Background: an optimization exercise with open tools, aiming at small area. Do not read the settings as production practice.
In this exercise RTL edits were held to simulation tests only and were not proved equivalent to the original.
Power figures rest on the tool's default switching activity, not on a simulated workload.

==> flow/design.v, too long to show whole: its modules and the start of the top module <==
// module ARALM: 74 lines
// module ALARM_SET: 60 lines
// module LCD_WATCH_ampm: 30 lines
// module calender: 129 lines
// module WT_SEP_D: 34 lines
// module WT_SEP_M: 24 lines
// module WT_SEP_Y: 64 lines
// module COUNTDOWN: 26 lines
// module COUNTDOWN_game2: 22 lines
// module game_2player: 141 lines
// module game1_1player: 154 lines
// module WT_SEP_PLAYER: 93 lines
// module WT_SEP_H: 29 lines
// module STOP_WATCH: 88 lines
// module oneshot: 10 lines
// module SW_TRANSFER: 48 lines
// module TIEMR: 131 lines
// module TIMER_ONOFF: 32 lines
// module WORLD_TIME: 35 lines
// module up_down: 30 lines
// module HOUR_W_TRANSFER: 39 lines
// module WT_DECODER: 25 lines
// module WT_SEP_SM: 44 lines
// module LCD_WATCH: 1116 lines
module LCD_WATCH(
RESETN,CLK,LCD_E,LCD_RS,LCD_RW,LCD_DATA,
COUNT_U,COUNT_D,COUNT,U,D,
OPTION,SW_A,ALARM,TIMER_END,ALR_ONOFF,SW_T,W_SELECT,P_1,P_1_2,P_2,SW_S);
  // ...
==> flow/run.sh <==
#!/bin/bash
# synth_recipe.tcl (not shown) runs the flow's synth.tcl, then flattens the netlist and writes it again
# the make line also repeats each setting of config.mk as NAME=value (left out here)
make -C /OpenROAD-flow-scripts/flow DESIGN_CONFIG=/design/flow/config.mk WORK_HOME=/design/flow/orfs CLKGATE_MAP_FILE= SYNTH_SCRIPT=/design/flow/synth_recipe.tcl finish
==> flow/config.mk <==
export PLATFORM = sky130hd
export DESIGN_NAME = LCD_WATCH
export DESIGN_NICKNAME = LCD_WATCH
export VERILOG_FILES = /design/flow/design.v
export SDC_FILE = /design/flow/constraint.sdc
export NUM_CORES = 4
export LEC_CHECK = 0
export CAP_MARGIN = 20
export CORE_MARGIN = 2
export CORE_UTILIZATION = 40
export SLEW_MARGIN = 20
==> flow/constraint.sdc <==
create_clock -name core_clock -period 10.0 [get_ports {CLK}]
set_input_delay 2.0000 -clock core_clock [delete_from_list [all_inputs] [get_ports {CLK}]]
set_output_delay 2.0000 -clock core_clock [all_outputs]
set_load 0.01 [all_outputs]
==> impl_metrics.yaml, run 1 <==
run_status:
  status: "timing/DRC/antenna clean"
placement:
  io_buffer_count: 37
  dpl_worst_slack_ps: 4090
timing:
  max_slew_margin_pct: 20.3
  setup_ws_ps: 3970
  whs_ps: 378
power:
  comb_cell_power_uw: 2440
  p_seq_share_pct: 33.2
  powerSeq_uw: 2270
  p_switching_uw: 2720
  intPower_uw: 4120
final_layout:
  drive_gt1_share_pct: 5.91
  final_common_cell: "nand2_1"
  clk_share_pct: 4.57
  nNonClkInverters: 173
  multi_input_area_share_pct: 61.9
  clock_buffers: 74
  final-nonclk-buf-share_pct: 2.05
critical_path:
  max_stage_delay_ps: 1020
  cp_cell_sequence: "nor4_1, nand3_1, nor2_1, buf_4, o221ai_1, a2111oi_0, a21oi_1, o41ai_2, nor2_1, mux2_4, o21a_1"
clock_network:
  cts_tree: "yes"
  clkTransAtPathRegs_ps: 70
  hold_buffers: 0
yosys:
  yosysWarnings: 24
  synth_top_family_by_area: "compound AO/OA/AOI/OAI gates"
  netlist_instances: 5021
  syn_area_per_cell_sq_um: 7.68
  synth-seq-area-share_pct: 28.5
  synthSimpleGateAreaFrac_pct: 26.8
  ys.flop_type: "dfrtp_1"
  ys_ff_latch: 443
detailed_routing:
  wl_per_cell_um: 22.2
  met2_length_um: 59300
  drt_first_pass_iters: 7
  drt_iter0_drc: 4254
global_routing:
  busiest_layer: "met2"
  grtUsageMet2_pct: 41.1
  grt_max_degree: 125
die:
  io_pins: 38
  std_cell_rows: 113
  fp.dieW_um: 314
==> module LCD_WATCH, before the edit <==
module LCD_WATCH(
RESETN,CLK,LCD_E,LCD_RS,LCD_RW,LCD_DATA,
COUNT_U,COUNT_D,COUNT,U,D,
OPTION,SW_A,ALARM,TIMER_END,ALR_ONOFF,SW_T,W_SELECT,P_1,P_1_2,P_2,SW_S);
input RESETN,CLK;
input COUNT_U,COUNT_D,U,D;
input [3:0]OPTION;
input SW_A,SW_T,SW_S;
input W_SELECT;
input [1:0]P_1;
input [1:0]P_1_2,P_2;
output LCD_E,LCD_RS,LCD_RW;
output [7:0] LCD_DATA;
output [3:0] COUNT;
output ALARM,TIMER_END;
output ALR_ONOFF;
wire CLK_100HZ_EN;
wire LCD_E;
wire [7:0]DATA;
wire [7:0]DATAG;
wire[3:0] H10,H1,M10,M1,S10,S1; 
wire[3:0] H_A10,H_A1,M_A10,M_A1;      
wire[3:0] M_T10,M_T1,S_T10,S_T1;      
wire[3:0] HOUR_W10,HOUR_W1;          
wire[3:0] MIN_S10,MIN_S1,SEC_S10,SEC_S1;   
wire [3:0]y10,y1,m10,m1,d10,d1; 
wire RESETN,CLK;
wire COUNT_U,COUNT_D,U,D;
wire [3:0] COUNT;
wire s;
assign s = 1'b0;
wire [6:0] HOUR_A,MIN_A;
wire [6:0] MIN_T,SEC_T;
wire W_SELECT;
wire [2:0]W_COUNT;
wire [3:0] HOUR_AMPM10,HOUR_AMPM1;
wire [1:0]P_1;
wire [1:0]P_1_2,P_2;
wire [3:0]OPTION;
wire [2:0]STATE3;
wire [3:0]G10,G1,P10,P1;
wire [3:0]LEVEL;
wire [31:0]COUNT1,COUNT2;
wire [3:0]COUNT_DOWN;
wire A,T;
wire [2:0]COUNT_DOWN_2;
wire [3:0]P1_100,P1_10,P1_1,P2_100,P2_10,P2_1;
wire [2:0]LOCATION;
wire [2:0]SCREEN;
wire SW_A,SW_T,SW_S;
reg [9:0] CNT1;
reg LCD_RS,LCD_RW;
reg [7:0] LCD_DATA;
reg [2:0] STATE;
reg CLK_100HZ;
reg [6:0] HOUR,MIN,SEC;
reg [3:0] NUM;
reg [3:0] NUMG;
reg U_EN ,D_EN,U_LAST,D_LAST;
reg [7:0] DATA1;
parameter DELAY =3'b000,
          FUNCTION_SET =3'b001,
          ENTRY_MODE =3'b010,
          DISP_ONOFF =3'b011,
          LINE1 =3'b100,
          LINE2 =3'b101;
integer CNT2;
integer CNT_100HZ;
always @(posedge CLK) 
begin
	U_LAST <= U;
	U_EN <= U & ~U_LAST;
	D_LAST <= D;
	D_EN <= D & ~D_LAST;
end
always @(negedge RESETN or posedge CLK)
begin
   if(~RESETN)
      CNT1 <= 0;
   else
      begin
         if(CNT1>=999)  
            CNT1 <= 0;
         else
            CNT1 <= CNT1+1;
      end
end
always @(negedge RESETN or posedge CLK)
begin
   if(~RESETN)
      SEC <= 0;
   else
      begin
         if( CNT1==999 || ( (U_EN&&COUNT==4'b0001)&&OPTION==4'b0000)   )  
            begin
               if(SEC >= 59)  
                  SEC<=0;
               else
                  SEC <= SEC + 1;  
            end
			else if( (D_EN&&COUNT==4'b0001)&&OPTION==4'b0000 ) 
					begin
						if(SEC == 0)
							SEC <= 59;
						else
							SEC <= SEC - 1;    
					end
			else
				SEC <= SEC;
      end
end
always @(negedge RESETN or posedge CLK)
begin
   if(~RESETN)
      MIN<=0;
   else 
      begin
         if( ((CNT1 == 999) && (SEC == 59))||((U_EN&&COUNT==4'b0010)&&OPTION==4'b0000 )) 
            begin
               if(MIN >=59)  
                  MIN <=0;
               else
                  MIN <=MIN + 1;  
            end
			else if(  (D_EN && COUNT==4'b0010)&&OPTION==4'b0000 ) 
				begin
					if(MIN == 0)
							MIN <= 59;
					else						
							MIN<=MIN- 1;    
				end	
			else
				MIN <=MIN;
      end
end
always @(negedge RESETN or posedge CLK)
begin
   if(~RESETN)
      HOUR<=0;
   else 
      begin
         if( ((CNT1 == 999) && (SEC == 59)&& (MIN==59)) || ((U_EN&&COUNT==4'b0011)&&OPTION==4'b0000)    )  
            begin
               if(HOUR >=24)  
                  HOUR <=0;
               else
                  HOUR <=HOUR + 1;  
            end
			else if( (D_EN&&COUNT==4'b0011)&&OPTION==4'b0000 ) 
				begin
					if(HOUR == 0)
							HOUR <= 23;
					else						
							HOUR <= HOUR- 1;    
				end	
			else	
				HOUR <= HOUR;
      end
end
always @ (negedge RESETN or posedge CLK)
begin
   if (RESETN == 1'b0)
   begin
      CNT_100HZ<=0;
      CLK_100HZ<=1'b0;
   end
   else if( CNT_100HZ >=4)
   begin
      CNT_100HZ<=0;
      CLK_100HZ<= ~CLK_100HZ;
   end
   else
      CNT_100HZ <= CNT_100HZ+1;
end
always @(negedge RESETN or posedge CLK)
begin
   if(RESETN ==1'b0)
         STATE <= DELAY;
   else if(CLK_100HZ_EN)
      begin
         case(STATE)
            DELAY:
               if(CNT2==70) STATE <= FUNCTION_SET;   
            FUNCTION_SET:
               if(CNT2==30) STATE <= DISP_ONOFF;
            DISP_ONOFF:
               if(CNT2==30) STATE <= ENTRY_MODE;
            ENTRY_MODE:
               if(CNT2==30) STATE <= LINE1;    
            LINE1:      
               if(CNT2==20) STATE <= LINE2;     
            LINE2:       
               if(CNT2==20) STATE <= LINE1;
            default : STATE <= DELAY;
         endcase
      end
end
always @(negedge RESETN or posedge CLK)
begin
   if(RESETN ==1'b0)
      CNT2 <= 0;
   else if(CLK_100HZ_EN)
      begin
         case(STATE)
         DELAY :
            if(CNT2 >=70) CNT2 <=0;
            else CNT2 <= CNT2 +1;
         FUNCTION_SET:
            if(CNT2 >=30) CNT2 <=0;
            else CNT2 <= CNT2 +1;
         DISP_ONOFF:
            if(CNT2 >=30) CNT2 <=0;
            else CNT2 <= CNT2 +1;
         ENTRY_MODE:
            if(CNT2 >=30) CNT2 <=0;
            else CNT2 <= CNT2 +1;               
         LINE1:
            if(CNT2 >=20) CNT2 <=0;
            else CNT2 <= CNT2 +1;   
         LINE2:
            if(CNT2 >=20) CNT2 <=0;
            else CNT2 <= CNT2 +1;   
         default : CNT2 <= 0;
         endcase
      end
   end
always @(*)
begin
	DATA1 = 8'b00100000;
	NUM = 10;
	if(OPTION ==4'b0000)
		begin
			if(STATE == LINE1)
				case(CNT2)
					2:	DATA1 = 8'b01001100;  
					3: DATA1 = 8'b01000011;  
					4: DATA1 = 8'b01000100;  
					5: DATA1 = 8'b01011111;  
					6: DATA1 = 8'b01010111;  
					7: DATA1 = 8'b01000001;  
					8: DATA1 = 8'b01010100;  
					9: DATA1 = 8'b01000011; 
					10:DATA1 = 8'b01001000; 
					default: DATA1 = 8'b00100000;
				endcase
			else if(STATE == LINE2)
				case(CNT2)
					4: NUM =H10;
					5: NUM =H1;
					6: NUM = 13;
					7: NUM =M10;
					8: NUM =M1;
					9: NUM = 13;
					10: NUM =S10;
					11: NUM =S1;
					16: if(A==1)
							NUM =1;
						 else
							NUM = 0;
					default NUM=10;
				endcase
			else
				begin
					NUM =0;
					DATA1 = 8'b00100000;
				end
		end
	else if(OPTION ==4'b0001)
		begin
			if(STATE == LINE1)
					case(CNT2)
						2:	DATA1 = 8'b01001100;  
                  3: DATA1 = 8'b01000011;  
                  4: DATA1 = 8'b01000100;  
                  5: DATA1 = 8'b01011111;  
                  6: DATA1 = 8'b01000001;  
                  7: DATA1 = 8'b01001100;  
                  8: DATA1 = 8'b01000001;  
                  9: DATA1 = 8'b01010010; 
                  10:DATA1 = 8'b01001101; 
                  default: DATA1 = 8'b00100000;
					endcase
			else if(STATE == LINE2)
					case(CNT2)
						4: NUM =H_A10;
						5: NUM =H_A1;
						6: NUM = 13;
						7: NUM =M_A10;
						8: NUM =M_A1;
						default NUM=10;
					endcase
				else
					begin
						NUM =0;
						DATA1 = 8'b00100000;
					end		
		end
	else if(OPTION ==4'b0010)
		begin
			if(STATE == LINE1)
					case(CNT2)
						2:	DATA1 = 8'b01001100;  
                  3: DATA1 = 8'b01000011;  
                  4: DATA1 = 8'b01000100;  
                  5: DATA1 = 8'b01011111;  
                  6: DATA1 = 8'b01010100;  
                  7: DATA1 = 8'b01001001;   
                  8: DATA1 = 8'b01001101;  
                  9: DATA1 = 8'b01000101; 
                  10:DATA1 = 8'b01010010; 
                  default: DATA1 = 8'b00100000;
					endcase
			else if(STATE == LINE2)
					case(CNT2)
						4: NUM =M_T10;
						5: NUM =M_T1;	
						6: NUM = 13;	
						7: NUM =S_T10;
						8: NUM =S_T1;
						default NUM=10;
					endcase		
				else
					begin
						NUM =0;
						DATA1 = 8'b00100000;
					end		
		end
	else if(OPTION ==4'b0011)
		begin
			if(STATE == LINE1)
					case(CNT2)
						2:	DATA1 = 8'b01001100;  
                  3: DATA1 = 8'b01000011;  
                  4: DATA1 = 8'b01000100;  
                  5: DATA1 = 8'b01011111;  
                  6: DATA1 = 8'b01000011;  
                  7: DATA1 = 8'b01000001;  
                  8: DATA1 = 8'b01001100;  
                  9: DATA1 = 8'b01000101; 
                  10:DATA1 = 8'b01001110; 
                  11:DATA1 = 8'b01000100; 
                  12:DATA1 = 8'b01000101; 
                  13:DATA1 = 8'b01010010; 
                  default: DATA1 = 8'b00100000;
					endcase
			else if(STATE == LINE2)
					case(CNT2)
						2: NUM =2;
						3: NUM =0;
						4: NUM =y10;
						5: NUM =y1;
						7: NUM =m10;
						8: NUM =m1;
						10: NUM =d10;
						11: NUM =d1;
						default NUM=10;
					endcase		
				else
					begin
						NUM =0;
						DATA1 = 8'b00100000;
					end		
		end
	else if(OPTION ==4'b0100)
		begin
			if(STATE == LINE1)
					case(CNT2)
                  2:
                     begin
								if(W_COUNT == 0)
									DATA1 = 8'b01010011;            
								else if(W_COUNT == 1)
									DATA1 = 8'b01000010;            
								else if(W_COUNT == 2)
									DATA1 = 8'b01001110;             
								else 
									DATA1 = 8'b01001100;             
                     end
                  3:
                     begin
								if(W_COUNT == 0)
									DATA1 = 8'b01011001;            
								else if(W_COUNT == 1)
									DATA1 = 8'b01000101;            
								else if(W_COUNT == 2)
									DATA1 = 8'b01000101;            
								else 
									DATA1 = 8'b01001111;            
                     end
                  4:
                     begin
								if(W_COUNT == 0)
									DATA1 = 8'b01000100;            
								else if(W_COUNT == 1)
									DATA1 = 8'b01001001;            
								else if(W_COUNT == 2)
									DATA1 = 8'b01010111;            
								else 
									DATA1 = 8'b01001110;             
                     end
                  5:
                     begin
								if(W_COUNT == 0)
									DATA1 = 8'b01001110;      		  
								else if(W_COUNT == 1)
									DATA1 = 8'b01001010;            
								else if(W_COUNT == 2)
									DATA1 = 8'b01011001;            
								else 
									DATA1 = 8'b01000100;      		  
                     end
                  6:
                     begin
								if(W_COUNT == 0)
									DATA1 = 8'b01000101;           
								else if(W_COUNT == 1)
									DATA1 = 8'b01001001;        	 
								else if(W_COUNT == 2)
									DATA1 = 8'b01001111;         	 
								else
									DATA1 = 8'b01001111;            
                     end
                  7:
                     begin
								if(W_COUNT == 0)
									DATA1 = 8'b01011001;				  
								else if(W_COUNT == 1)
									DATA1 = 8'b01001110;             
								else if(W_COUNT == 2)
									DATA1 = 8'b01010010;         	 
								else 
									DATA1 = 8'b01001110;               
                     end
                  8:
                     begin    
								if(W_COUNT == 0)								
									DATA1 = 8'b00100000;           
								else if(W_COUNT == 1)
									DATA1 = 8'b01000111;     		  
								else if(W_COUNT == 2)
									DATA1 = 8'b01001011;            
								else 
									DATA1 = 8'b00100000;             
                     end
                  default: DATA1 = 8'b00100000;
					endcase
			else if(STATE == LINE2)
					case(CNT2)
						4: NUM =HOUR_W10;
						5: NUM =HOUR_W1;
						6: NUM = 13;
						7: NUM =M10;
						8: NUM =M1;
						9: NUM = 13;
						10: NUM =S10;
						11: NUM =S1;
						default NUM=10;
					endcase		
				else
					begin
						NUM =0;
						DATA1 = 8'b00100000;
					end		
		end
		else if(OPTION ==4'b0101)
		begin
				if(STATE == LINE1)
					case(CNT2)
						2:	DATA1 = 8'b01001100;  
                  3: DATA1 = 8'b01000011;  
                  4: DATA1 = 8'b01000100;  
                  5: DATA1 = 8'b01011111;  
                  6: DATA1 = 8'b01010111;  
                  7: DATA1 = 8'b01000001;  
                  8: DATA1 = 8'b01010100;  
                  9: DATA1 = 8'b01000011; 
                  10:DATA1 = 8'b01001000; 
                  12:	if(HOUR >=12)
									DATA1 = 8'b01010000;  
								else
									DATA1 = 8'b01000001;  
                  13:DATA1 = 8'b01001101;  
                  default: DATA1 = 8'b00100000;
					endcase
				else if(STATE == LINE2)
					case(CNT2)
						4: NUM =HOUR_AMPM10;
						5: NUM =HOUR_AMPM1;
						6: NUM = 13;
						7: NUM =M10;
						8: NUM =M1;
						9: NUM = 13;
						10: NUM =S10;
						11: NUM =S1;
						16: if(s==1)
								NUM =1;
							 else
								NUM = 0;
						default NUM=10;
					endcase
				else
					begin
						NUM =0;
						DATA1 = 8'b00100000;
					end
		end
		else if(OPTION ==4'b0110)
		begin
				if(STATE == LINE1)
					case(CNT2)
						2:	if(STATE3 == 3'b000)
							DATA1 = 8'b01001100;          
							else if(STATE3 == 3'b001)
							DATA1 = 8'b01010010;			   
							else 
							DATA1 = 8'b00100000;
						3: if(STATE3 == 3'b000)
							DATA1 = 8'b01000101;          
							else if(STATE3 == 3'b001)
							DATA1 = 8'b01000101;			   
							else if(STATE3 == 3'b100)
							DATA1 = 8'b01000011;		 
							else 
							DATA1 = 8'b00100000;
                  4: 
							if(STATE3 == 3'b000)
							DATA1 = 8'b01010110;          
							else if(STATE3 == 3'b001)		   
							DATA1 = 8'b01000001;
							else if(STATE3 == 3'b100)  
							DATA1 = 8'b01001100;
							else 
							DATA1 = 8'b00100000;
				    	5: if(STATE3 == 3'b000)
							DATA1 = 8'b01000101;          
							else if(STATE3 == 3'b001)        
							DATA1 = 8'b01000100;
							else if(STATE3 == 3'b100)
							DATA1 = 8'b01000101;   
							else 
							DATA1 = 8'b00100000;
					   6: if(STATE3 == 3'b000)
							DATA1 = 8'b01001100;          
							else if(STATE3 == 3'b001)		   
							DATA1 = 8'b01011001;
							else if(STATE3 == 3'b100)
							DATA1 = 8'b01000001;   
							else 
							DATA1 = 8'b00100000;
                  7: 	if(STATE3 == 3'b010)
								DATA1 = 8'b01000110;       
								else if(STATE3 == 3'b100)
								DATA1 = 8'b01010010;  
								else 
								DATA1 = 8'b00100000;     
                  8: 	if(STATE3 == 3'b000)
                        DATA1 = DATAG ;       
								else if(STATE3 == 3'b001)
								DATA1 = DATAG;      
								else if(STATE3 == 3'b010)
								DATA1 = 8'b01000001;      
								else 
								DATA1 = 8'b00100000;
                  9:    if(STATE3 == 3'b010)
								DATA1 = 8'b01001001;     
								else if(STATE3 == 3'b100)
								DATA1 = 8'b01010010;  
								else 
								DATA1 = 8'b00100000;     
                  10:	if(STATE3 == 3'b000)
                        DATA1 = 8'b01010100;     
								else if(STATE3 == 3'b010)
								DATA1 = 8'b01001100;     
								else if(STATE3 == 3'b100)
								DATA1 = 8'b01000101;  
								else 
								DATA1 = 8'b00100000;
						11:	
								if(STATE3 == 3'b000)
                        DATA1 = 8'b01001001;    
								else if(STATE3 == 3'b100)
								DATA1 = 8'b01010000;     
								else 
								DATA1 = 8'b00100000;
						12:	if(STATE3 == 3'b000)
                        DATA1 = 8'b01001101;          
								else if(STATE3 == 3'b100)
								DATA1 = 8'b01001100;     
								else 
								DATA1 = 8'b00100000;
						13:	if(STATE3 == 3'b000)
                        DATA1 = 8'b01000101;       
								else if(STATE3 == 3'b100)
								DATA1 = 8'b01000001;     
								else 
								DATA1 = 8'b00100000; 
						14:	if(STATE3 == 3'b000)
								DATA1 = DATAG;	
								else if(STATE3 == 3'b100)
								DATA1 = 8'b01011001;     
								else 
								DATA1 = 8'b00100000;
						15:	if(STATE3 == 3'b100)
								DATA1 = 8'b00111111;  
								else 
								DATA1 = 8'b00100000;
                  default: DATA1 = 8'b00100000;
					endcase
				else if(STATE == LINE2)
					case(CNT2)
                  1:		if(STATE3 == 3'b000)
                        NUM=11;   
								else 
								NUM=10; 
						2:
								if(STATE3 == 3'b000)
								NUM = 12;        
								else 
								NUM=10; 
						4:		if(STATE3 == 3'b000)
                        NUM = G10;
								else 
								NUM = 10;
						5:		if(STATE3 == 3'b000)
                        NUM = G1;
								else 
								NUM = 10;
						10:	if(STATE3 == 3'b000)
                        NUM = P10;         
								else 
								NUM=10;
						11:	if(STATE3 == 3'b000)
                        NUM = P1;         
								else 
								NUM=10;							
						default NUM=10;
					endcase
				else
					begin
						NUM =0;
						DATA1 = 8'b00100000;
					end					
			end
	else if(OPTION ==4'b0111)
		begin
				if(STATE == LINE1)
					case(CNT2)
						2:	if(SCREEN == 3'b010)
							DATA1 = 8'b00110001;         
							else 
							DATA1 = 8'b00100000;
						3: if(SCREEN == 3'b001)
                     DATA1 = 8'b01010010;			   
							else if(SCREEN == 3'b010)
							DATA1 = 8'b01010000;			   
							else if(SCREEN == 3'b100)
							DATA1 = 8'b01000111;         
							else 
							DATA1 = 8'b00100000;
                  4: if(SCREEN == 3'b001)
                     DATA1 = 8'b01000101;			   
							else if(SCREEN == 3'b100)
							DATA1 = 8'b01000001;          
							else 
							DATA1 = 8'b00100000;
				    	5: if(SCREEN == 3'b001)
                     DATA1 = 8'b01000001;		   
							else if(SCREEN == 3'b010)
							DATA1 = 8'b01111100;        
							else if(SCREEN == 3'b100)
							DATA1 = 8'b01001101;          
							else 
							DATA1 = 8'b00100000;
					   6: if(SCREEN == 3'b001)
                     DATA1 = 8'b01000100;         
							else if(SCREEN == 3'b010)
							begin
								if(LOCATION == 3'b000)
										DATA1 = 8'b10111011;       
								else
										DATA1 = 8'b00100000;
							end
							else if(SCREEN == 3'b100)
							DATA1 = 8'b01000101;          
							else  
							DATA1 = 8'b00100000;
                  7: 	if(SCREEN == 3'b001)
                        DATA1 = 8'b01011001;          
								else if(SCREEN == 3'b010)
							   begin
									if(LOCATION == 3'b001)
											DATA1 = 8'b10111011;       
									else
											DATA1 = 8'b00100000;
								end
								else if(SCREEN == 3'b100)
								DATA1 = 8'b00100000;
								else 
								DATA1 = 8'b00100000;     
                  8: 	if(SCREEN == 3'b010)
								begin
									if(LOCATION == 3'b010)
											DATA1 = 8'b10111011;       
									else
											DATA1 = 8'b00100000;
								end
								else if(SCREEN == 3'b100)
								DATA1 = 8'b01001111;          
								else 
								DATA1 = 8'b00100000;
                  9:  	if(SCREEN == 3'b001)
									begin
										if(COUNT_DOWN_2==3'b011)
										DATA1 = 8'b00110011;         
										else if(COUNT_DOWN_2==3'b010)
										DATA1 = 8'b00110010;			 
										else if(COUNT_DOWN_2==3'b001)	
										DATA1 = 8'b00110001;		    
										else 
										DATA1 = 8'b00100000;
									end						
								else if(SCREEN == 3'b010)
								begin
									if(LOCATION == 3'b011)
											DATA1 = 8'b01111100;       
									else
											DATA1 = 8'b00100000;
								end
								else if(SCREEN == 3'b100)
								DATA1 = 8'b01010110;             
								else 
								DATA1 = 8'b00100000;     
                  10:	if(SCREEN == 3'b010)
								begin
									if(LOCATION == 3'b100)
											DATA1 = 8'b10111100;       
									else
											DATA1 = 8'b00100000;
								end
								else if(SCREEN == 3'b100)
								DATA1 = 8'b01000101;           
								else 
								DATA1 = 8'b00100000;
						11:	if(SCREEN == 3'b010)
								begin
									if(LOCATION == 3'b101)
											DATA1 = 8'b10111100;       
									else
											DATA1 = 8'b00100000;
								end
								else if(SCREEN == 3'b100)
								DATA1 = 8'b01010010;           
								else 
								DATA1 = 8'b00100000;
						12:	if(SCREEN == 3'b010)
								begin
									if(LOCATION == 3'b110)
											DATA1 = 8'b10111100;       
									else
											DATA1 = 8'b00100000;
								end
								else 
								DATA1 = 8'b00100000;
						13:	if(SCREEN == 3'b010)
								DATA1 = 8'b01111100;         
								else 
								DATA1 = 8'b00100000;
						15: 	if(SCREEN == 3'b010)
								DATA1 = 8'b00110010;         
								else
								DATA1 = 8'b00100000;
						16: 	if(SCREEN == 3'b010)
								DATA1 = 8'b01010000;			   
								else
								DATA1 = 8'b00100000;
                  default: DATA1 = 8'b00100000;
					endcase
				else if(STATE == LINE2)
					case(CNT2) 
						2:		if(SCREEN == 3'b010)
								NUM = P1_100; 
								else
								NUM = 10;
						3:   if(SCREEN == 3'b010)
								NUM = P1_10; 
								else
								NUM = 10; 
						4:		if(SCREEN == 3'b010)
								NUM = P1_1; 
								else
								NUM = 10;
						14:	if(SCREEN == 3'b010)
								NUM = P2_100; 
								else
								NUM = 10;
						15:	if(SCREEN == 3'b010)
								NUM = P2_10; 
								else
								NUM = 10;
						16:	if(SCREEN == 3'b010)
								NUM = P2_1; 
								else
								NUM = 10;
						default NUM=10;
					endcase
				else
					begin
						NUM =0;
						DATA1 = 8'b00100000;
					end				
		end	
		else if(OPTION ==4'b1000)
		begin
			if(STATE == LINE1)
					case(CNT2)
						1: DATA1 = 8'b01010011;	 
						2:	DATA1 = 8'b01010100;  
                  3: DATA1 = 8'b01001111;  
                  4: DATA1 = 8'b01010000;  
                  5: DATA1 = 8'b01011111;  
                  6: DATA1 = 8'b01010111;  
                  7: DATA1 = 8'b01000001;  
                  8: DATA1 = 8'b01010100;  
                  9: DATA1 = 8'b01000011; 
                  10:DATA1 = 8'b01001000; 
                  default: DATA1 = 8'b00100000;
					endcase
			else if(STATE == LINE2)
					case(CNT2)
						4: NUM =MIN_S10;
						5: NUM =MIN_S1;
						6: NUM =13;
						7: NUM =SEC_S10;
						8: NUM =SEC_S1;
						default NUM=10;
					endcase
				else
					begin
						NUM =0;
						DATA1 = 8'b00100000;
					end		
		end	
end
always @(*)
begin
	NUMG = 0;
	if (STATE == LINE1)  
		case(CNT2)
			8: 
				if(STATE3 == 3'b000)
					NUMG =LEVEL;
				else if(STATE3 == 3'b001)
					begin
						if( COUNT2 && COUNT2 <999)  
									NUMG = 3; 		 
						else if( COUNT2>=1000 && COUNT2 <1999)  
									NUMG = 2; 	 
						else if( COUNT2>=2000 && COUNT2 <2999)  
									NUMG = 1;  
						else
							NUMG = 0;
					end  
			14: if(STATE3 == 3'b000)
					NUMG =COUNT_DOWN;
			default NUMG=0;
		endcase	
end
always @(negedge RESETN or posedge CLK)
begin
   if(RESETN ==1'b0)
      begin
         LCD_RS <=1'b1;
         LCD_RW <=1'b1;
         LCD_DATA <=8'b00000000;
      end
   else if(CLK_100HZ_EN)
      begin
         case(STATE)
            FUNCTION_SET :
               begin
                  LCD_RS <= 1'b0;
                  LCD_RW <= 1'b0;
                  LCD_DATA <= 8'b00111100;
               end   
            DISP_ONOFF :
               begin
                  LCD_RS <= 1'b0;
                  LCD_RW <= 1'b0;
                  LCD_DATA <= 8'b00001100;
               end      
            ENTRY_MODE :
               begin
                  LCD_RS <= 1'b0;
                  LCD_RW <= 1'b0;
                  LCD_DATA <= 8'b00000110;
               end
            LINE1 :   
               begin
                  LCD_RW <= 1'b0;
                  case(CNT2)
                  0:
                     begin
                        LCD_RS <= 1'b0;
                        LCD_DATA <= 8'b10000000;
                     end
                  1:
                     begin
                        LCD_RS <= 1'b1;
                        LCD_DATA <= DATA1;
                     end
                  2:
                     begin
                        LCD_RS <= 1'b1;
                        LCD_DATA <= DATA1;
                     end
                  3:
                     begin
                        LCD_RS <= 1'b1;
                        LCD_DATA <= DATA1;
                     end
                  4:
                     begin
                        LCD_RS <= 1'b1;
                        LCD_DATA <= DATA1;
                     end
                  5:
                     begin
                        LCD_RS <= 1'b1;
                        LCD_DATA <= DATA1;
                     end
                  6:
                     begin
                        LCD_RS <= 1'b1;
                        LCD_DATA <= DATA1;
                     end
                  7:
                     begin
                        LCD_RS <= 1'b1;
                        LCD_DATA <= DATA1;
                     end
                  8:
                     begin
                        LCD_RS <= 1'b1;
                        LCD_DATA <= DATA1;
                     end
                  9:
                     begin
                        LCD_RS <= 1'b1;
                        LCD_DATA <= DATA1;
                     end
                  10:
                     begin
                        LCD_RS <= 1'b1;
                        LCD_DATA <= DATA1;
                     end
                  11:
                     begin
                        LCD_RS <= 1'b1;
                        LCD_DATA <= DATA1;
                     end
                  12:
                     begin
                        LCD_RS <= 1'b1;
                        LCD_DATA <= DATA1;
                     end
                  13:
                     begin
                        LCD_RS <= 1'b1;
                        LCD_DATA <= DATA1;
                     end
                  14:
                     begin
                        LCD_RS <= 1'b1;
                        LCD_DATA <= DATA1;
                     end
                  15:
                     begin
                        LCD_RS <= 1'b1;
                        LCD_DATA <= DATA1;
                     end
                  16:
                     begin
                        LCD_RS <= 1'b1;
                        LCD_DATA <= DATA1;
                     end
                  default:
                     begin
                        LCD_RS <=1'b1;
                        LCD_DATA <=8'b00100000;
                     end
                  endcase
               end
               LINE2 :   
               begin
                  LCD_RW <= 1'b0;
                  case(CNT2)
                  0:
                     begin
                        LCD_RS <= 1'b0;
                        LCD_DATA <= 8'b11000000;
                     end
                  1:
                     begin
                        LCD_RS <= 1'b1;
                        LCD_DATA <= DATA;
                     end
                  2:
                     begin
                        LCD_RS <= 1'b1;
                        LCD_DATA <= DATA;                    
                        end
                  3:
                     begin
                        LCD_RS <= 1'b1;
                        LCD_DATA <= DATA;
                     end
                  4:
                     begin
                        LCD_RS <= 1'b1;                  
                        LCD_DATA <= DATA;
                     end
                  5:
                     begin
                        LCD_RS <= 1'b1;   
                        LCD_DATA <= DATA;
                     end
                  6:
                     begin
                        LCD_RS <= 1'b1;
                        LCD_DATA <= DATA;  
                     end
                  7:
                     begin
                        LCD_RS <= 1'b1;                 
                        LCD_DATA <= DATA;
                     end
                  8:
                     begin
                        LCD_RS <= 1'b1;                  
                        LCD_DATA <= DATA;
                     end
                  9:
                     begin
                        LCD_RS <= 1'b1;
                        LCD_DATA <= 8'b00100000; 
                     end
                  10:
                     begin
                        LCD_RS <= 1'b1;                
                        LCD_DATA <= DATA;
                     end
                  11:
                     begin
                        LCD_RS <= 1'b1;                 
                        LCD_DATA <= DATA;
                     end
                  12:
                     begin
                        LCD_RS <= 1'b1;
                        LCD_DATA <= DATA;
                     end
                  13:
                     begin
                        LCD_RS <= 1'b1;
                        LCD_DATA <= DATA;
                     end
                  14:
                     begin
                        LCD_RS <= 1'b1;
                        LCD_DATA <= DATA;
                     end
                  15:
                     begin
                        LCD_RS <= 1'b1;
                        LCD_DATA <= DATA;
                     end
                  16:
                     begin
                        LCD_RS <= 1'b1;
                        LCD_DATA <= DATA;
                     end
                  default:
                     begin
                        LCD_RS <=1'b1;
                        LCD_DATA <=8'b00100000;
                     end
                  endcase
            end
         default :
            begin   
               LCD_RS <=1'b1;
               LCD_RW <=1'b1;
               LCD_DATA <=8'b00000000;
            end      
         endcase
      end
end
assign LCD_E = CLK_100HZ;
assign CLK_100HZ_EN = (CNT_100HZ >= 4) && (CLK_100HZ == 1'b0);
assign ALARM = A;
assign TIMER_END = T;
WT_SEP_SM S_SEP(SEC,S10,S1);  
WT_SEP_SM M_SEP(MIN,M10,M1);  
WT_SEP_H H_SEP(HOUR,H10,H1);  
up_down option(RESETN,CLK,COUNT_U,COUNT_D, COUNT);
WT_DECODER S_DECODE(NUM,DATA);
WT_DECODER S_1_DECODE(NUMG,DATAG);
ARALM option1(RESETN,CLK,HOUR,MIN,U,D,COUNT,SW_A,M_A10,M_A1,H_A10,H_A1,ALR_ONOFF,A,OPTION);
TIEMR option2(RESETN,CLK,U,D,COUNT,SW_T,S_T10,S_T1,M_T10,M_T1,T,OPTION);
calender option3(RESETN,CLK,HOUR,MIN,SEC,CNT1,U,D,COUNT,y10,y1,m10,m1,d10,d1,OPTION);
WORLD_TIME option4(RESETN,CLK,HOUR,HOUR_W10,HOUR_W1,W_SELECT,W_COUNT);
LCD_WATCH_ampm option5(HOUR,HOUR_AMPM10,HOUR_AMPM1);
game1_1player option6(RESETN,CLK,P_1,OPTION,STATE3,G10,G1,P10,P1,LEVEL,COUNT1,COUNT2,COUNT_DOWN,P_1_2);
game_2player option7(RESETN,CLK,P_1_2,P_2,COUNT,COUNT_DOWN_2,P1_100,P1_10,P1_1,P2_100,P2_10,P2_1,LOCATION,OPTION,SCREEN,P_1); 
STOP_WATCH option8(RESETN,CLK,MIN_S10,MIN_S1,SEC_S10,SEC_S1,SW_S);
endmodule
==> inputs of run 2 (changes only) <==
==> flow/design.v (replaced) <==
module LCD_WATCH(
RESETN,CLK,LCD_E,LCD_RS,LCD_RW,LCD_DATA,
COUNT_U,COUNT_D,COUNT,U,D,
OPTION,SW_A,ALARM,TIMER_END,ALR_ONOFF,SW_T,W_SELECT,P_1,P_1_2,P_2,SW_S);
input RESETN,CLK;
input COUNT_U,COUNT_D,U,D;
input [3:0]OPTION;
input SW_A,SW_T,SW_S;
input W_SELECT;
input [1:0]P_1;
input [1:0]P_1_2,P_2;
output LCD_E,LCD_RS,LCD_RW;
output [7:0] LCD_DATA;
output [3:0] COUNT;
output ALARM,TIMER_END;
output ALR_ONOFF;
reg LCD_RS,LCD_RW;
reg [7:0] LCD_DATA;
reg u_l, u_e, d_l, d_e, cu_l, cu_e, cd_l, cd_e;
reg a_l, a_e, t_l, t_e, w_l, w_e;
reg [1:0] p1_l, p12_l, p2_l;
reg g1_inc, g2a_inc, g2b_inc;
always @(posedge CLK)
begin
	u_l <= U;        u_e <= U & ~u_l;
	d_l <= D;        d_e <= D & ~d_l;
	cu_l <= COUNT_U; cu_e <= COUNT_U & ~cu_l;
	cd_l <= COUNT_D; cd_e <= COUNT_D & ~cd_l;
	a_l <= SW_A;     a_e <= SW_A & ~a_l;
	t_l <= SW_T;     t_e <= SW_T & ~t_l;
	w_l <= W_SELECT; w_e <= W_SELECT & ~w_l;
	p1_l <= P_1;     g1_inc  <= |(P_1 & ~p1_l);
	p12_l <= P_1_2;  g2a_inc <= |(P_1_2 & ~p12_l);
	p2_l <= P_2;     g2b_inc <= |(P_2 & ~p2_l);
end
wire o0 = (OPTION == 4'd0);
wire o1 = (OPTION == 4'd1);
wire o2 = (OPTION == 4'd2);
wire o3 = (OPTION == 4'd3);
wire o6 = (OPTION == 4'd6);
wire o7 = (OPTION == 4'd7);
reg [1:0] cnt;
assign COUNT = {2'b00, cnt};
always @(negedge RESETN or posedge CLK)
	if (!RESETN) cnt <= 2'd0;
	else if (cu_e & ~cd_e) cnt <= cnt + 2'd1;
	else if (~cu_e & cd_e) cnt <= cnt - 2'd1;
wire cs1 = (cnt == 2'd1);
wire cs2 = (cnt == 2'd2);
wire cs3 = (cnt == 2'd3);
reg [9:0] ms;
reg [5:0] sec, min;
reg [4:0] hour;
wire tick = (ms == 10'd999);
wire sec59 = (sec == 6'd59);
wire min59 = (min == 6'd59);
always @(negedge RESETN or posedge CLK)
	if (!RESETN) ms <= 10'd0;
	else if (tick) ms <= 10'd0;
	else ms <= ms + 10'd1;
wire s_up = tick | (u_e & cs1 & o0);
wire s_dn = d_e & cs1 & o0;
wire m_up = (tick & sec59) | (u_e & cs2 & o0);
wire m_dn = d_e & cs2 & o0;
wire h_up = (tick & sec59 & min59) | (u_e & cs3 & o0);
wire h_dn = d_e & cs3 & o0;
always @(negedge RESETN or posedge CLK)
	if (!RESETN) begin sec <= 0; min <= 0; hour <= 0; end
	else begin
		if (s_up) sec <= sec59 ? 6'd0 : sec + 6'd1;
		else if (s_dn) sec <= (sec == 0) ? 6'd59 : sec - 6'd1;
		if (m_up) min <= min59 ? 6'd0 : min + 6'd1;
		else if (m_dn) min <= (min == 0) ? 6'd59 : min - 6'd1;
		if (h_up) hour <= (hour == 5'd24) ? 5'd0 : hour + 5'd1;
		else if (h_dn) hour <= (hour == 0) ? 5'd23 : hour - 5'd1;
	end
reg alr_on, alr_s;
reg [4:0] hour_a;
reg [5:0] min_a;
assign ALR_ONOFF = alr_on;
assign ALARM = alr_s;
always @(negedge RESETN or posedge CLK)
	if (!RESETN) begin alr_on <= 0; alr_s <= 0; hour_a <= 0; min_a <= 0; end
	else begin
		alr_on <= alr_on ^ a_e;
		alr_s <= alr_on & (hour_a == hour) & (min_a == min);
		if (o1) begin
			if (u_e & cs2) hour_a <= (hour_a == 5'd24) ? 5'd0 : hour_a + 5'd1;
			else if (d_e & cs2) hour_a <= (hour_a == 0) ? 5'd23 : hour_a - 5'd1;
			else if (u_e & cs1) min_a <= (min_a == 6'd59) ? 6'd0 : min_a + 6'd1;
			else if (d_e & cs1) min_a <= (min_a == 0) ? 6'd59 : min_a - 6'd1;
		end
	end
reg t_on, t_s;
reg [5:0] t_sec, t_min;
reg [9:0] t_ms;
assign TIMER_END = t_s;
always @(negedge RESETN or posedge CLK)
	if (!RESETN) begin t_on <= 0; t_s <= 0; t_sec <= 0; t_min <= 0; t_ms <= 0; end
	else begin
		t_on <= t_on ^ t_e;
		t_s <= t_on & (t_min == 0) & (t_sec == 0);
		if (!t_on) begin
			if (o2) begin
				if (u_e & cs1) t_sec <= (t_sec == 6'd60) ? 6'd0 : t_sec + 6'd1;
				else if (d_e & cs1) t_sec <= (t_sec == 0) ? 6'd59 : t_sec - 6'd1;
				else if (u_e & cs2) t_min <= (t_min == 6'd59) ? 6'd0 : t_min + 6'd1;
				else if (d_e & cs2) t_min <= (t_min == 0) ? 6'd59 : t_min - 6'd1;
			end
		end else begin
			if (t_ms != 10'd999) t_ms <= t_ms + 10'd1;
			else begin
				t_ms <= 0;
				if (t_sec != 0) t_sec <= t_sec - 6'd1;
				else if (t_min != 0) begin t_sec <= 6'd59; t_min <= t_min - 6'd1; end
			end
		end
	end
reg [6:0] day, year;
reg [3:0] month;
wire midnight = tick & sec59 & min59 & (hour == 5'd23);
wire d_up = midnight | (u_e & cs1 & o3);
wire d_dn = d_e & cs1 & o3;
wire mo_up = (midnight & (day == 7'd31)) | (u_e & cs2 & o3);
wire mo_dn = d_e & cs2 & o3;
wire y_up = (midnight & (day == 7'd31) & (month == 4'd12)) | (u_e & cs3 & o3);
wire y_dn = d_e & cs3 & o3;
wire m30 = (month == 4) | (month == 6) | (month == 9) | (month == 11);
wire p30 = (month == 5) | (month == 7) | (month == 10) | (month == 12);
wire [6:0] dlast_up = (month == 2) ? 7'd28 : m30 ? 7'd30 : 7'd31;
wire [6:0] dlast_dn = (month == 3) ? 7'd28 : p30 ? 7'd30 : 7'd31;
always @(negedge RESETN or posedge CLK)
	if (!RESETN) begin day <= 7'd15; month <= 4'd12; year <= 7'd20; end
	else begin
		if (d_up) day <= (day == dlast_up) ? 7'd1 : day + 7'd1;
		else if (d_dn) day <= (day == 7'd1) ? dlast_dn : day - 7'd1;
		if (mo_up) month <= (month == 4'd12) ? 4'd1 : month + 4'd1;
		else if (mo_dn) month <= (month == 4'd1) ? 4'd12 : month - 4'd1;
		if (y_up) year <= (year == 7'd99) ? 7'd1 : year + 7'd1;
		else if (y_dn) year <= (year == 7'd1) ? 7'd99 : year - 7'd1;
	end
reg [1:0] wc;
always @(negedge RESETN or posedge CLK)
	if (!RESETN) wc <= 0;
	else wc <= wc + {1'b0, w_e};
reg [4:0] hour_w;
always @(*)
begin
	case (wc)
	2'd0: hour_w = (hour < 5'd22) ? hour + 5'd2 : (hour == 5'd23) ? 5'd1 : 5'd0;
	2'd1: hour_w = (hour >= 5'd1) ? hour - 5'd1 : 5'd23;
	2'd2: hour_w = (hour >= 5'd14) ? hour - 5'd14 : hour + 5'd10;
	default: hour_w = (hour >= 5'd9) ? hour - 5'd9 : hour + 5'd15;
	endcase
end
wire [4:0] hour_ap = (hour > 5'd12 && hour < 5'd24) ? hour - 5'd12 : hour;
reg [10:0] sw_cc;   
reg [1:0] sw_mode;
reg [9:0] sw_ms;
reg [5:0] sw_sec, sw_min;
always @(posedge CLK)
	if (!SW_S) sw_cc <= 0;
	else if (sw_cc != 11'd1500) sw_cc <= sw_cc + 11'd1;
wire sw_long = (sw_cc == 11'd1500);
wire sw_short = (sw_cc != 0) & ~sw_long;
always @(negedge RESETN or posedge CLK)
	if (!RESETN) sw_mode <= 0;
	else if (sw_long) sw_mode <= 0;
	else if (sw_short) sw_mode <= (sw_mode == 2'd1) ? 2'd2 : (sw_mode == 2'd3) ? 2'd0 : 2'd1;
always @(negedge RESETN or posedge CLK)
	if (!RESETN) begin sw_ms <= 0; sw_sec <= 0; sw_min <= 0; end
	else if (sw_mode == 2'd1) begin
		if (sw_ms == 10'd999) begin
			sw_ms <= 0;
			sw_sec <= (sw_sec == 6'd59) ? 6'd0 : sw_sec + 6'd1;
			if (sw_sec == 6'd59) sw_min <= (sw_min == 6'd59) ? 6'd0 : sw_min + 6'd1;
		end else sw_ms <= sw_ms + 10'd1;
	end else if (sw_mode != 2'd2) begin
		sw_ms <= 0; sw_sec <= 0; sw_min <= 0;
	end
wire restart = P_1[1] & P_1[0] & P_1_2[1] & P_1_2[0];
reg [1:0] g1s;
reg [2:0] lvl;
reg [2:0] g1_s;      
reg [9:0] g1_ms;     
reg [5:0] g1_p;
reg [2:0] g1_cd;     
wire g1_ms0 = (g1_ms == 10'd0);
wire g1_ms999 = (g1_ms == 10'd999);
wire g1_zero = (g1_s == 3'd0) & g1_ms0;
wire g1_le3000 = (g1_s < 3'd3) | ((g1_s == 3'd3) & g1_ms0);
wire g1_le5000 = (g1_s < 3'd5) | ((g1_s == 3'd5) & g1_ms0);
wire [5:0] lvl_cnt = {lvl, 3'b000} + {2'b00, lvl, 1'b0};   
wire g1_more = (lvl_cnt > g1_p);
wire [2:0] g1_s_inc = g1_ms999 ? g1_s + 3'd1 : g1_s;
wire [9:0] g1_ms_inc = g1_ms999 ? 10'd0 : g1_ms + 10'd1;
wire g1_c1_zero = (g1s == 2'd1) | g1_zero;    
always @(negedge RESETN or posedge CLK)
	if (!RESETN) begin g1s <= 2'd1; lvl <= 3'd1; g1_s <= 0; g1_ms <= 0; end
	else if (!o6) begin
		g1s <= 2'd1; lvl <= 3'd1;
		if (g1s != 2'd1) begin g1_s <= 0; g1_ms <= 0; end
	end else begin
		case (g1s)
		2'd3: if (restart) g1s <= 2'd1;
		2'd2: if (restart) g1s <= 2'd1;
		2'd1: if (g1_le3000) begin g1_s <= g1_s_inc; g1_ms <= g1_ms_inc; end
		      else begin g1_s <= 0; g1_ms <= 0; g1s <= 2'd0; end
		default:
			if (lvl <= 3'd5) begin
				if (g1_le5000 & g1_more) begin g1_s <= g1_s_inc; g1_ms <= g1_ms_inc; end
				else if (g1_le5000) begin
					g1s <= (lvl == 3'd5) ? 2'd0 : 2'd1;
					lvl <= lvl + 3'd1;
					g1_s <= 0; g1_ms <= 0;
				end else begin
					g1s <= 2'd2; lvl <= 3'd1; g1_s <= 0; g1_ms <= 0;
				end
			end else begin
				lvl <= 3'd1; g1_s <= 0; g1_ms <= 0; g1s <= 2'd3;
			end
		endcase
	end
always @(negedge RESETN or posedge CLK)
	if (!RESETN) g1_p <= 0;
	else if (g1_c1_zero) g1_p <= 0;
	else if (g1_inc) g1_p <= g1_p + 6'd1;
always @(negedge RESETN or posedge CLK)
	if (!RESETN) g1_cd <= 0;
	else if (g1s == 2'd1 || g1_ms999 || g1_zero || g1_s >= 3'd5) g1_cd <= 0;
	else g1_cd <= 3'd5 - g1_s;
wire [1:0] g1_c2d = (g1_ms999 || g1_zero || g1_s >= 3'd3) ? 2'd0 : 2'd3 - g1_s[1:0];
reg [1:0] g2s;
reg g2_c1;
reg [1:0] g2_s;
reg [9:0] g2_ms;
reg [5:0] g2_p1, g2_p2;
reg [2:0] g2_loc;
reg [1:0] g2_cd;
wire g2_ms0 = (g2_ms == 10'd0);
wire g2_ms999 = (g2_ms == 10'd999);
wire g2_le3000 = (g2_s != 2'd3) | g2_ms0;
wire [3:0] g2_d = g2_p1[3:0] - g2_p2[3:0];
wire g2_out = (g2_d == 4'b1000);
wire g2_end = (g2_p1 == 6'd63) | (g2_p2 == 6'd63);
reg [2:0] g2_map;
always @(*)
begin
	case (g2_d)
	4'd9, 4'd10, 4'd11: g2_map = 3'd0;    
	4'd12, 4'd13:       g2_map = 3'd1;    
	4'd14, 4'd15:       g2_map = 3'd2;    
	4'd0:               g2_map = 3'd3;
	4'd1, 4'd2:         g2_map = 3'd4;
	4'd3, 4'd4:         g2_map = 3'd5;
	default:            g2_map = 3'd6;    
	endcase
end
always @(negedge RESETN or posedge CLK)
	if (!RESETN) begin g2s <= 0; g2_c1 <= 0; g2_s <= 0; g2_ms <= 0; g2_loc <= 3'd3; end
	else if (!o7) begin
		g2s <= 0; g2_c1 <= 0; g2_loc <= 3'd3;
	end else begin
		case (g2s)
		2'd2: if (restart) begin g2_c1 <= 0; g2s <= 0; g2_loc <= 3'd3; end
		2'd0: if (g2_le3000) begin
		          g2_s <= g2_ms999 ? g2_s + 2'd1 : g2_s;
		          g2_ms <= g2_ms999 ? 10'd0 : g2_ms + 10'd1;
		      end else begin
		          g2_s <= 0; g2_ms <= 0; g2s <= 2'd1; g2_loc <= 3'd3;
		      end
		2'd1: begin
		          g2_c1 <= 1'b1;
		          if (g2_end) begin g2_loc <= 3'd3; g2s <= 2'd2; g2_c1 <= 1'b0; end
		          else if (g2_out) begin g2_loc <= 3'd3; g2s <= 2'd2; end
		          else g2_loc <= g2_map;
		      end
		default: begin g2_c1 <= 0; g2s <= 0; g2_loc <= 3'd3; end
		endcase
	end
always @(negedge RESETN or posedge CLK)
	if (!RESETN) begin g2_p1 <= 0; g2_p2 <= 0; end
	else if (!g2_c1) begin g2_p1 <= 0; g2_p2 <= 0; end
	else begin
		if (g2a_inc) g2_p1 <= g2_p1 + 6'd1;
		if (g2b_inc) g2_p2 <= g2_p2 + 6'd1;
	end
always @(negedge RESETN or posedge CLK)
	if (!RESETN) g2_cd <= 0;
	else if (g2_ms999 || (g2_s == 2'd0 && g2_ms0) || g2_s == 2'd3) g2_cd <= 0;
	else g2_cd <= 2'd3 - g2_s;
reg [2:0] c100;
reg e100;
assign LCD_E = e100;
wire en = (c100 == 3'd4) & ~e100;
always @(negedge RESETN or posedge CLK)
	if (!RESETN) begin c100 <= 0; e100 <= 0; end
	else if (c100 == 3'd4) begin c100 <= 0; e100 <= ~e100; end
	else c100 <= c100 + 3'd1;
parameter DELAY = 3'd0, FUNCTION_SET = 3'd1, ENTRY_MODE = 3'd2, DISP_ONOFF = 3'd3, LINE1 = 3'd4, LINE2 = 3'd5;
reg [2:0] st;
reg [6:0] lc2;
wire [6:0] c2lim = (st == DELAY) ? 7'd70 : (st == LINE1 || st == LINE2) ? 7'd20 : 7'd30;
wire c2end = (lc2 == c2lim);
always @(negedge RESETN or posedge CLK)
	if (!RESETN) begin st <= DELAY; lc2 <= 0; end
	else if (en) begin
		lc2 <= c2end ? 7'd0 : lc2 + 7'd1;
		if (c2end)
			case (st)
			DELAY: st <= FUNCTION_SET;
			FUNCTION_SET: st <= DISP_ONOFF;
			DISP_ONOFF: st <= ENTRY_MODE;
			ENTRY_MODE: st <= LINE1;
			LINE1: st <= LINE2;
			default: st <= LINE1;
			endcase
	end
wire [4:0] pos = lc2[4:0];
reg [6:0] cv;        
reg cz;              
reg [1:0] ck;        
reg [3:0] kc;        
always @(*)
begin
	cv = 7'd0; cz = 1'b0; ck = 2'd0; kc = 4'd10;
	case (OPTION)
	4'd0: case (pos)
		5'd4, 5'd5: begin cv = {2'b0, hour}; cz = (hour == 5'd24); ck = (pos == 5'd4) ? 2'd1 : 2'd2; end
		5'd6: kc = 4'd13;
		5'd7, 5'd8: begin cv = {1'b0, min}; ck = (pos == 5'd7) ? 2'd1 : 2'd2; end
		5'd10, 5'd11: begin cv = {1'b0, sec}; ck = (pos == 5'd10) ? 2'd1 : 2'd2; end
		5'd16: kc = {3'b000, alr_s};
		default: ;
		endcase
	4'd1: case (pos)
		5'd4, 5'd5: begin cv = {2'b0, hour_a}; cz = (hour_a == 5'd24); ck = (pos == 5'd4) ? 2'd1 : 2'd2; end
		5'd6: kc = 4'd13;
		5'd7, 5'd8: begin cv = {1'b0, min_a}; ck = (pos == 5'd7) ? 2'd1 : 2'd2; end
		default: ;
		endcase
	4'd2: case (pos)
		5'd4, 5'd5: begin cv = {1'b0, t_min}; ck = (pos == 5'd4) ? 2'd1 : 2'd2; end
		5'd6: kc = 4'd13;
		5'd7, 5'd8: begin cv = {1'b0, t_sec}; cz = (t_sec == 6'd60); ck = (pos == 5'd7) ? 2'd1 : 2'd2; end
		default: ;
		endcase
	4'd3: case (pos)
		5'd2: kc = 4'd2;
		5'd3: kc = 4'd0;
		5'd4, 5'd5: begin cv = year; ck = (pos == 5'd4) ? 2'd1 : 2'd2; end
		5'd7, 5'd8: begin cv = {3'b0, month}; ck = (pos == 5'd7) ? 2'd1 : 2'd2; end
		5'd10, 5'd11: begin cv = day; cz = (day > 7'd39); ck = (pos == 5'd10) ? 2'd1 : 2'd2; end
		default: ;
		endcase
	4'd4: case (pos)
		5'd4, 5'd5: begin cv = {2'b0, hour_w}; ck = (pos == 5'd4) ? 2'd1 : 2'd2; end
		5'd6: kc = 4'd13;
		5'd7, 5'd8: begin cv = {1'b0, min}; ck = (pos == 5'd7) ? 2'd1 : 2'd2; end
		5'd10, 5'd11: begin cv = {1'b0, sec}; ck = (pos == 5'd10) ? 2'd1 : 2'd2; end
		default: ;
		endcase
	4'd5: case (pos)
		5'd4, 5'd5: begin cv = {2'b0, hour_ap}; cz = (hour == 5'd24); ck = (pos == 5'd4) ? 2'd1 : 2'd2; end
		5'd6: kc = 4'd13;
		5'd7, 5'd8: begin cv = {1'b0, min}; ck = (pos == 5'd7) ? 2'd1 : 2'd2; end
		5'd10, 5'd11: begin cv = {1'b0, sec}; ck = (pos == 5'd10) ? 2'd1 : 2'd2; end
		5'd16: kc = 4'd0;
		default: ;
		endcase
	4'd6: if (g1s == 2'd0) case (pos)
		5'd1: kc = 4'd11;
		5'd2: kc = 4'd12;
		5'd4: kc = (lvl <= 3'd5) ? {1'b0, lvl} : 4'd0;
		5'd5: kc = 4'd0;
		5'd10, 5'd11: begin cv = {1'b0, g1_p}; ck = (pos == 5'd10) ? 2'd1 : 2'd2; end
		default: ;
		endcase
	4'd7: if (g2s == 2'd1) case (pos)
		5'd2, 5'd14: kc = 4'd0;
		5'd3, 5'd4: begin cv = {1'b0, g2_p1}; ck = (pos == 5'd3) ? 2'd1 : 2'd2; end
		5'd15, 5'd16: begin cv = {1'b0, g2_p2}; ck = (pos == 5'd15) ? 2'd1 : 2'd2; end
		default: ;
		endcase
	4'd8: case (pos)
		5'd4, 5'd5: begin cv = {1'b0, sw_min}; ck = (pos == 5'd4) ? 2'd1 : 2'd2; end
		5'd6: kc = 4'd13;
		5'd7, 5'd8: begin cv = {1'b0, sw_sec}; ck = (pos == 5'd7) ? 2'd1 : 2'd2; end
		default: ;
		endcase
	default: ;
	endcase
end
reg [7:0] bcd;
integer bi;
always @(*)
begin
	bcd = 8'd0;
	for (bi = 6; bi >= 0; bi = bi - 1) begin
		if (bcd[3:0] >= 4'd5) bcd[3:0] = bcd[3:0] + 4'd3;
		if (bcd[7:4] >= 4'd5) bcd[7:4] = bcd[7:4] + 4'd3;
		bcd = {bcd[6:0], cv[bi]};
	end
end
wire [3:0] num = (ck == 2'd0) ? kc : cz ? 4'd0 : (ck == 2'd1) ? bcd[7:4] : bcd[3:0];
function [7:0] dec;
	input [3:0] n;
	begin
		case (n)
		4'd0, 4'd1, 4'd2, 4'd3, 4'd4, 4'd5, 4'd6, 4'd7, 4'd8, 4'd9: dec = {4'b0011, n};
		4'd11: dec = 8'h47;
		4'd12: dec = 8'h4F;
		4'd13: dec = 8'h3A;
		default: dec = 8'h20;
		endcase
	end
endfunction
wire [7:0] data2 = dec(num);
reg [7:0] data1;
always @(*)
begin
	data1 = 8'h20;
	case (OPTION)
	4'd0: case (pos)
		2: data1 = "L"; 3: data1 = "C"; 4: data1 = "D"; 5: data1 = "_"; 6: data1 = "W";
		7: data1 = "A"; 8: data1 = "T"; 9: data1 = "C"; 10: data1 = "H";
		default: ;
		endcase
	4'd1: case (pos)
		2: data1 = "L"; 3: data1 = "C"; 4: data1 = "D"; 5: data1 = "_"; 6: data1 = "A";
		7: data1 = "L"; 8: data1 = "A"; 9: data1 = "R"; 10: data1 = "M";
		default: ;
		endcase
	4'd2: case (pos)
		2: data1 = "L"; 3: data1 = "C"; 4: data1 = "D"; 5: data1 = "_"; 6: data1 = "T";
		7: data1 = "I"; 8: data1 = "M"; 9: data1 = "E"; 10: data1 = "R";
		default: ;
		endcase
	4'd3: case (pos)
		2: data1 = "L"; 3: data1 = "C"; 4: data1 = "D"; 5: data1 = "_"; 6: data1 = "C";
		7: data1 = "A"; 8: data1 = "L"; 9: data1 = "E"; 10: data1 = "N"; 11: data1 = "D";
		12: data1 = "E"; 13: data1 = "R";
		default: ;
		endcase
	4'd4: case (wc)
		2'd0: case (pos) 2: data1 = "S"; 3: data1 = "Y"; 4: data1 = "D"; 5: data1 = "N"; 6: data1 = "E"; 7: data1 = "Y"; default: ; endcase
		2'd1: case (pos) 2: data1 = "B"; 3: data1 = "E"; 4: data1 = "I"; 5: data1 = "J"; 6: data1 = "I"; 7: data1 = "N"; 8: data1 = "G"; default: ; endcase
		2'd2: case (pos) 2: data1 = "N"; 3: data1 = "E"; 4: data1 = "W"; 5: data1 = "Y"; 6: data1 = "O"; 7: data1 = "R"; 8: data1 = "K"; default: ; endcase
		default: case (pos) 2: data1 = "L"; 3: data1 = "O"; 4: data1 = "N"; 5: data1 = "D"; 6: data1 = "O"; 7: data1 = "N"; default: ; endcase
		endcase
	4'd5: case (pos)
		2: data1 = "L"; 3: data1 = "C"; 4: data1 = "D"; 5: data1 = "_"; 6: data1 = "W";
		7: data1 = "A"; 8: data1 = "T"; 9: data1 = "C"; 10: data1 = "H";
		12: data1 = (hour >= 5'd12) ? "P" : "A";
		13: data1 = "M";
		default: ;
		endcase
	4'd6: case (g1s)
		2'd0: case (pos)   
			2: data1 = "L"; 3: data1 = "E"; 4: data1 = "V"; 5: data1 = "E"; 6: data1 = "L";
			8: data1 = {5'b00110, lvl};
			10: data1 = "T"; 11: data1 = "I"; 12: data1 = "M"; 13: data1 = "E";
			14: data1 = {5'b00110, g1_cd};
			default: ;
			endcase
		2'd1: case (pos)   
			2: data1 = "R"; 3: data1 = "E"; 4: data1 = "A"; 5: data1 = "D"; 6: data1 = "Y";
			8: data1 = {6'b001100, g1_c2d};
			default: ;
			endcase
		2'd2: case (pos)   
			7: data1 = "F"; 8: data1 = "A"; 9: data1 = "I"; 10: data1 = "L";
			default: ;
			endcase
		default: case (pos)   
			3: data1 = "C"; 4: data1 = "L"; 5: data1 = "E"; 6: data1 = "A"; 7: data1 = "R";
			9: data1 = "R"; 10: data1 = "E"; 11: data1 = "P"; 12: data1 = "L"; 13: data1 = "A";
			14: data1 = "Y"; 15: data1 = "?";
			default: ;
			endcase
		endcase
	4'd7: case (g2s)
		2'd0: case (pos)   
			3: data1 = "R"; 4: data1 = "E"; 5: data1 = "A"; 6: data1 = "D"; 7: data1 = "Y";
			9: data1 = (g2_cd == 2'd0) ? 8'h20 : {6'b001100, g2_cd};
			default: ;
			endcase
		2'd1: case (pos)
			2: data1 = "1"; 3: data1 = "P"; 5: data1 = 8'h7C;
			6: data1 = (g2_loc == 3'd0) ? 8'hBB : 8'h20;
			7: data1 = (g2_loc == 3'd1) ? 8'hBB : 8'h20;
			8: data1 = (g2_loc == 3'd2) ? 8'hBB : 8'h20;
			9: data1 = (g2_loc == 3'd3) ? 8'h7C : 8'h20;
			10: data1 = (g2_loc == 3'd4) ? 8'hBC : 8'h20;
			11: data1 = (g2_loc == 3'd5) ? 8'hBC : 8'h20;
			12: data1 = (g2_loc == 3'd6) ? 8'hBC : 8'h20;
			13: data1 = 8'h7C; 15: data1 = "2"; 16: data1 = "P";
			default: ;
			endcase
		2'd2: case (pos)   
			3: data1 = "G"; 4: data1 = "A"; 5: data1 = "M"; 6: data1 = "E";
			8: data1 = "O"; 9: data1 = "V"; 10: data1 = "E"; 11: data1 = "R";
			default: ;
			endcase
		default: ;
		endcase
	4'd8: case (pos)
		1: data1 = "S"; 2: data1 = "T"; 3: data1 = "O"; 4: data1 = "P"; 5: data1 = "_";
		6: data1 = "W"; 7: data1 = "A"; 8: data1 = "T"; 9: data1 = "C"; 10: data1 = "H";
		default: ;
		endcase
	default: ;
	endcase
end
always @(negedge RESETN or posedge CLK)
	if (!RESETN) begin LCD_RS <= 1'b1; LCD_RW <= 1'b1; LCD_DATA <= 8'h00; end
	else if (en) begin
		case (st)
		FUNCTION_SET: begin LCD_RS <= 0; LCD_RW <= 0; LCD_DATA <= 8'h3C; end
		DISP_ONOFF:   begin LCD_RS <= 0; LCD_RW <= 0; LCD_DATA <= 8'h0C; end
		ENTRY_MODE:   begin LCD_RS <= 0; LCD_RW <= 0; LCD_DATA <= 8'h06; end
		LINE1: begin
			LCD_RW <= 0;
			if (lc2 == 0) begin LCD_RS <= 0; LCD_DATA <= 8'h80; end
			else begin LCD_RS <= 1; LCD_DATA <= data1; end
		end
		LINE2: begin
			LCD_RW <= 0;
			if (lc2 == 0) begin LCD_RS <= 0; LCD_DATA <= 8'hC0; end
			else begin LCD_RS <= 1; LCD_DATA <= data2; end
		end
		default: begin LCD_RS <= 1; LCD_RW <= 1; LCD_DATA <= 8'h00; end
		endcase
	end
endmodule
==> run 2 against run 1 <==
Clock power decreased by 46%. Critical endpoint is now LCD_DATA[5]. Largest cell class unchanged. Still clean. Die area fell by 53%. Worst hold slack better by 0.98 ps. Worst setup slack worse by 2700 ps. Register-to-register slack got worse by 2300 ps. Via count is 54% lower. Total power down 48%. Sequential power down 42%. Area after synthesis shrank 53%.
==> impl_metrics.yaml, run 2 <==
run_status:
  status: "timing/DRC/antenna clean"
hold_path:
  worstHoldPathType: "flip-flop to flip-flop"
critical_path:
  worst_setup_path_end_kind: "flip-flop"
  critPathLaunchType: "primary input"
  max_stage_delay_ps: 840
  cp_num_buf_inv: 5
  crit_type: "primary input to flip-flop"
  crit_arrival_ps: 9170
  slowest_stage: "clkdlybuf4s50_1"
  path_max_fanout: 21
  crit_top_cell: "ha_1"
  crit_family: "compound AO/OA/AOI/OAI gates"
  required_ps: 10470
yosys:
  synthTopCellsByCount: "o21ai_0, nand2_1, nor2_1"
  synth.most_common_cell: "o21ai_0"
  synth_edf_count: 0
  async_reset_ff_share_pct: 85.0
  ys.flop_type: "dfrtp_1"
  yosysWarnings: 1
  yosys-top-cells-area: "dfrtp_1, ha_1, o21ai_0"
  ys_ff_latch: 227
  synth-seq-area-share_pct: 30.8
  netlist_instances: 2336
  synth_top_area_share_pct: 25.0
  syn_area_per_cell_sq_um: 7.68
  synth_area_leader_cell: "dfrtp_1"
  synthesis.area_sq_um: 17900
  yosys.cell_types.count: 93
die:
  core_sq_um: 44200
  die_h_um: 216
  std_cell_rows: 77
  io_pins: 38
  initial_core_util_pct: 40.6
  die_area_sq_um: 46600
  fp.dieW_um: 216
final_layout:
  nets: 2421
  layout_common_cells: "o21ai_0, nand2_1, nor2_1"
  postLayoutCellArea_sq_um: 19900
  largest-register: "sw_cc"
  largest_register_ffs: 11
  final_common_cell: "o21ai_0"
  drive_gt1_share_pct: 5.98
  area_delta_synth_final_pct: 10.6
clock_network:
  ctsResizeCount: 0
  cts-root-buf: "clkbuf_16"
  cts.sinks: 227
  clk_latency_ps: 600
  cts.path.max_buffers: 3
  hold_buffers: 0
  post_cts_buffers: 0
  cts_made_buffers: 30
  cts.htree.levels: 1
  cts_tree: "yes"
  clkTransAtPathRegs_ps: 60
timing:
  worst_slew_pin_slew_ps: 1130
  fmax_mhz: 115
  drv_slew: 0
  fin_crit_ps: 8710
  fin_setup_tns_ps: 0
  finalCritPeriodShare_pct: 87.1
  rsz0062_at_grt: "no"
  whs_ps: 379
  fin_skew_ps: 29.9
  hold_violations: 0
  max_slew_margin_pct: 23.7
  setup_viol: 0
global_routing:
  grt_max_degree: 84
  antenna_found_initial: 3
  grt_pass1_wl_um: 95700
  overflow: 0
  track_usage_pct: 25.4
  grt_pass1_vias: 16800
detailed_routing:
  ant_nets: 0
  vias_per_cell: 6.15
  drc_errors: 0
  drt_first_pass_iters: 6
  drt_iter0_drc: 1988
  via_count: 18000
  wl_per_cell_um: 20.8
  wl_um: 60600
run:
  cap_violations: 0
power:
  ir_worst_vdd_mv: 0.134
  finalPower_uw: 3540
  p_leak_uw: 0.00797
  p_per_area_nw_per_um2: 178
placement:
  place_congestion: 1.02
  dpl_cell_area_sq_um: 18800
  hpwl_um: 44500
  io_buffer_count: 35
run 2: changes by cell type after synthesis, sizes merged, moves of 82 or more:
cell / before / now
nand3: 225 / 99
a21oi: 301 / 161
xor2: 105 / 23
ha: 232 / 100
nand2: 513 / 234
dfrtp: 402 / 179
nor2: 505 / 218
clkbuf: 252 / 107
nor3: 168 / 70
o21ai: 390 / 240
run 2: power by group:
part | internal, uW | leakage, uW | switching (uW)
Sequential | 1040 | 0.00278 | 279
Clock | 703 | 0.000509 | 449
Combinational | 454 | 0.00468 | 614
run 2: kinds of logic (layout without fill, tap and decap cells):
| group | after synthesis | count (layout) | share of synthesized area, % |
|---|---|---|---|
| buffers and inverters | 243 | 230 | 5.27 |
| and+or+nand+nor | 923 | 923 | 25.5 |
| DFF | 227 | 227 | 30.8 |
| other | 1 | 5 | 0.0209 |
| AOI/OAI and AO/OA | 735 | 735 | 25.8 |
| xor gates and xnor gates | 85 | 85 | 4.27 |
| muxes | 21 | 21 | 1.20 |
| adders and majority gates | 101 | 101 | 7.08 |
run 2: layout make-up:
type                       instances  area (sq um)
sequential                       227          5530
clock inverter                    13           205
inverter                         104           390
fill                            4324         24400
multi-input combinational       1867         11500
clock buffer                      43           860
tap                              592           741
timing repair buffer              70           617
antenna                            3          7.51
run 2: metrics by stage:
| stage | instances | worst slack, ps | utilization, % |
|---|---|---|---|
| after detailed placement | 2860 | 914 | 42.5 |
| final | 2919 | 1290 | 44.9 |
| after global placement | 2860 | 1200 | 42.5 |
| after global routing | 2917 | 912 | 44.9 |
| after floorplan | 2337 | 2620 | - |
| after CTS | 2916 | 1490 | 44.9 |
run 2: metal layers:
metal | share of wire, % | global-route usage (%) | up-vias
li1 | - | - | 8463
met1 | 45 | 35.1 | 8646
met2 | 44 | 39.9 | 684
met3 | 7.4 | 4.82 | 158
met4 | 3.5 | 8.25 | 0
met5 | 0 | 0 | -
run 2: worst paths after layout:
kind	startpoint	to	slack [ps]	depth (start not counted)
worst max register to register	lc2[1]	LCD_DATA[5]	1630	30
worst min-delay path	cd_l	cd_e	380	1
worst min register to register	cd_l	cd_e	380	1
max in group asynchronous	RESETN	g1s[1]	7160	2
min in group asynchronous	RESETN	ms[4]	1440	1
worst max-delay path	OPTION[2]	LCD_DATA[5]	1290	29
run 2: worst reg2reg max path, delay by kind of cell (launching register included):
family          cells  cell delay (ps)
xor+xnor            3              790
fa+ha+maj           6             1530
flops               1              720
mux                 1              420
simple gates        4              920
buf+inv             5              710
compound gates     11             3130

## re-timing with driven ports
In the flow no input, the clock included, has a driving cell. The finished layouts below were timed again as built, in two steps. Step 1: set_driving_cell puts a clkbuf_16 on CLK and a buf_2 on each other input, an assumption about the parent block. Step 2 times the ports against the registers' clock, not the clock port: input delays grow and output delays shrink by t, the midpoint of the rising clock arrivals with the driver on. Slacks: ideal / step 1 / step 2; pairs: ideal / step 1.
run | t (ns) | setup slack, ns | hold WS [ns] | worst register clock-pin slew, ns | pins driven straight from the clock port
run 1 | 0.717 | 3.973 / 3.973 / 3.698 | 0.378 / 0.378 / 0.378 | 0.07 / 0.07 | 1
run 2 | 0.644 | 1.293 / 1.260 / 0.616 | 0.379 / 0.379 / 0.379 | 0.07 / 0.07 | 1
After both steps every run listed still meets setup and hold. The setup slack of run 2, which loses most, moves by -0.033 ns with the drivers and by -0.677 ns with both steps.
